What follows belongs to an exercise in optimizing a design on an open flow for small area, a short achievable clock period and few clock cycles; a production flow would make more cautious choices. At most, simulation tests tie the RTL to the original design; equivalence was not proved. No activity file was given, so power comes from the tool's default toggle rates.

==> flow/design.v (excerpt) <==
module zhxpu_core(
	input clk,
	input rst,
	output wire [15:0] imem_addr,
	input [15:0] imem_rdata,
	input imem_ready,
	output wire [15:0] dmem_addr,
	output wire [15:0] dmem_wdata,
	output wire dmem_we,
	output wire dmem_re,
	input [15:0] dmem_rdata,
	input dmem_ready
);
	reg [15:0] pc;           
	reg [15:0] ir;           
	reg ir_sp, ir_ih, ir_ra;  
	reg [7:0] a_sel, b_sel;   
	reg [15:0] gpr [0:7];
	reg [15:0] sp, ih, ra;
	reg t;
	reg [15:0] ex_a, ex_b;   
	reg ex_cin;
	reg ex_and, ex_or, ex_shl, ex_sh, ex_arith;
	reg ex_ld, ex_st, ex_cmp, ex_wr, ex_br;
	reg [3:0] ex_dst;        
	wire ex_mem = ex_ld | ex_st;
	wire hold = !imem_ready || (ex_mem && !dmem_ready);
	wire [15:0] sum;
	zx_add16 u_alu_add(.a(ex_a), .b(ex_b), .cin(ex_cin), .s(sum));
	wire [15:0] add_p = ex_a ^ ex_b;
	wire [15:0] add_k = {ex_a[14:0] | ex_b[14:0], ex_cin};
	wire add_zero = &(add_p ~^ add_k);
	wire [15:0] b_rev;
	genvar gi;
	generate for (gi = 0; gi < 16; gi = gi + 1) begin : g_rev
		assign b_rev[gi] = ex_b[15 - gi];
	end endgenerate
  ...
Settings: LEC_CHECK=0, ABC_AREA=1, CAP_MARGIN=20, CORE_MARGIN=2, CORE_UTILIZATION=60, CTS_BUF_LIST=sky130_fd_sc_hd__clkbuf_8, SETUP_SLACK_MARGIN=5, SLEW_MARGIN=20, TNS_END_PERCENT=10; clock period 9.0 ns.
standard.sh (not shown) runs the stock make flow with config.mk's settings and CLKGATE_MAP_FILE= SYNTH_SCRIPT=/design/flow/synth_recipe.tcl, a recipe that flattens the netlist after the stock synthesis.
==> flow/flow/run.sh <==
#!/bin/bash
set -euo pipefail
bash standard.sh "BUFFER_PORTS_ARGS=-buffer_cell sky130_fd_sc_hd__buf_2" finish > standard_flow.log 2>&1
Then changed:
--- a/flow/design.v
+++ b/flow/design.v
@@ -12,13 +12,12 @@
 	input [15:0] dmem_rdata,
 	input dmem_ready
 );
 	reg [15:0] pc;           
 	reg [15:0] ir;           
 	reg ir_sp, ir_ih, ir_ra;  
-	reg [7:0] a_sel, b_sel;   
 	reg [15:0] gpr [0:7];
 	reg [15:0] sp, ih, ra;
 	reg t;
 	reg [15:0] ex_a, ex_b;   
 	reg ex_cin;
 	reg ex_and, ex_or, ex_shl, ex_sh, ex_arith;
@@ -57,21 +56,23 @@
 	wire ex_t = !add_zero;   
 	assign dmem_addr = ex_a;
 	assign dmem_wdata = ex_b;
 	assign dmem_we = ex_st;
 	assign dmem_re = ex_ld;
 	always @(posedge clk) begin
-		if (ex_wr) begin
-			case (ex_dst)
-				4'd8: sp <= ex_res;
-				4'd9: ih <= ex_res;
-				4'd10: ra <= ex_res;
-				default: gpr[ex_dst[2:0]] <= ex_res;
-			endcase
-		end
-		if (ex_cmp) t <= ex_t;
+		if (!hold) begin
+			if (ex_wr) begin
+				case (ex_dst)
+					4'd8: sp <= ex_res;
+					4'd9: ih <= ex_res;
+					4'd10: ra <= ex_res;
+					default: gpr[ex_dst[2:0]] <= ex_res;
+				endcase
+			end
+			if (ex_cmp) t <= ex_t;
+		end
 	end
 	wire [4:0] op = ir[15:11];
 	wire [2:0] rx = ir[10:8];
 	wire [2:0] ry = ir[7:5];
 	wire [2:0] rz = ir[4:2];
 	wire i_addiu  = op == 5'b01001;
@@ -115,14 +116,14 @@
 	reg [15:0] a_gpr, b_reg;
 	integer ri;
 	always @(*) begin
 		a_gpr = 16'b0;
 		b_reg = 16'b0;
 		for (ri = 0; ri < 8; ri = ri + 1) begin
-			a_gpr = a_gpr | (gpr[ri] & {16{a_sel[ri]}});
-			b_reg = b_reg | (gpr[ri] & {16{b_sel[ri]}});
+			a_gpr = a_gpr | (gpr[ri] & {16{rx == ri}});
+			b_reg = b_reg | (gpr[ri] & {16{b_idx == ri}});
 		end
 	end
 	wire [15:0] a_reg = ({16{!ir_spec}} & a_gpr) | ({16{ir_sp}} & sp) | ({16{ir_ih}} & ih) | ({16{ir_ra}} & ra);
 	wire ex_wr_gpr = ex_wr && !ex_dst[3];
 	wire fwd_a = ir_sp ? (ex_wr && ex_dst == 4'd8) :
 		ir_ih ? (ex_wr && ex_dst == 4'd9) :
@@ -190,25 +191,19 @@
 		else d_dst = {1'b0, rx};
 	end
 	wire [4:0] f_op = imem_rdata[15:11];
 	wire f_sp = (f_op == 5'b01100 && imem_rdata[10:8] == 3'b011) || f_op == 5'b10010 || f_op == 5'b11010;
 	wire f_ih = f_op == 5'b11110 && !imem_rdata[0];
 	wire f_ra = f_op == 5'b11101 && imem_rdata[7:5] == 3'b001 && imem_rdata[4:0] == 5'b00000;
-	wire [4:0] fw_op = imem_rdata[15:11];
-	wire [2:0] f_bidx = (fw_op == 5'b11010) ? imem_rdata[10:8] : imem_rdata[7:5];
-	wire [7:0] f_asel = 8'b1 << imem_rdata[10:8];
-	wire [7:0] f_bsel = 8'b1 << f_bidx;
 	assign imem_addr = pc;
 	always @(posedge clk) begin
 		if (!rst) begin
 			pc <= 16'b0;
 			ir <= 16'b0;
 			ir_sp <= 1'b0; ir_ih <= 1'b0; ir_ra <= 1'b0;
 		end else if (!hold && !stall) begin
-			a_sel <= f_asel;
-			b_sel <= f_bsel;
 			pc <= pc_next;
 			ir <= imem_rdata;
 			ir_sp <= f_sp; ir_ih <= f_ih; ir_ra <= f_ra;
 		end
 	end
 	always @(posedge clk) begin
Cell area decreases by 1.2%; maximum frequency decreases by about 0.55%; synthesized cell count increases by about 1.2%; wire length increases by 1.5%; sequential power decreases by about 5%; setup slack is worse by 0.022 ns; hold slack is about the same; area after synthesis decreases by about 1.9%; sequential share of layout area decreases by 2.0 points; utilization barely changes.
Testbench counts after the change, summed over its fixed seeds: cycles 41,488.
Only the layout flow was run in the first run of this note; the RTL was not checked for function there.

[afterwards: timing with drivers on the ports]
How much do the figures lean on ideal ports? The routed layouts below were timed once more, with nothing changed but the port constraints. Step 1: set_driving_cell puts a clkbuf_16 on clk and a buf_2 on each other input, an assumption about the parent block. Step 2 times the ports against the registers' clock, not the clock port: input delays grow and output delays shrink by t, the midpoint of the rising clock arrivals with the driver on. Slacks: no drivers / after step 1 / after step 2; pairs: no drivers / after step 1.
run | t, ns | setup WS [ns] | hold WS [ns] | worst register clock-pin slew, ns
the first run | 0.635 | 5.028 / 5.028 / 4.653 | 0.476 / 0.476 / 0.476 | 0.09 / 0.09
the second run | 0.602 | 5.006 / 5.024 / 4.422 | 0.477 / 0.477 / 0.477 | 0.07 / 0.07
After both steps setup and hold are still met in every run listed. The setup slack of the second run, which loses most, moves by +0.018 ns with the drivers and by -0.584 ns with both steps.
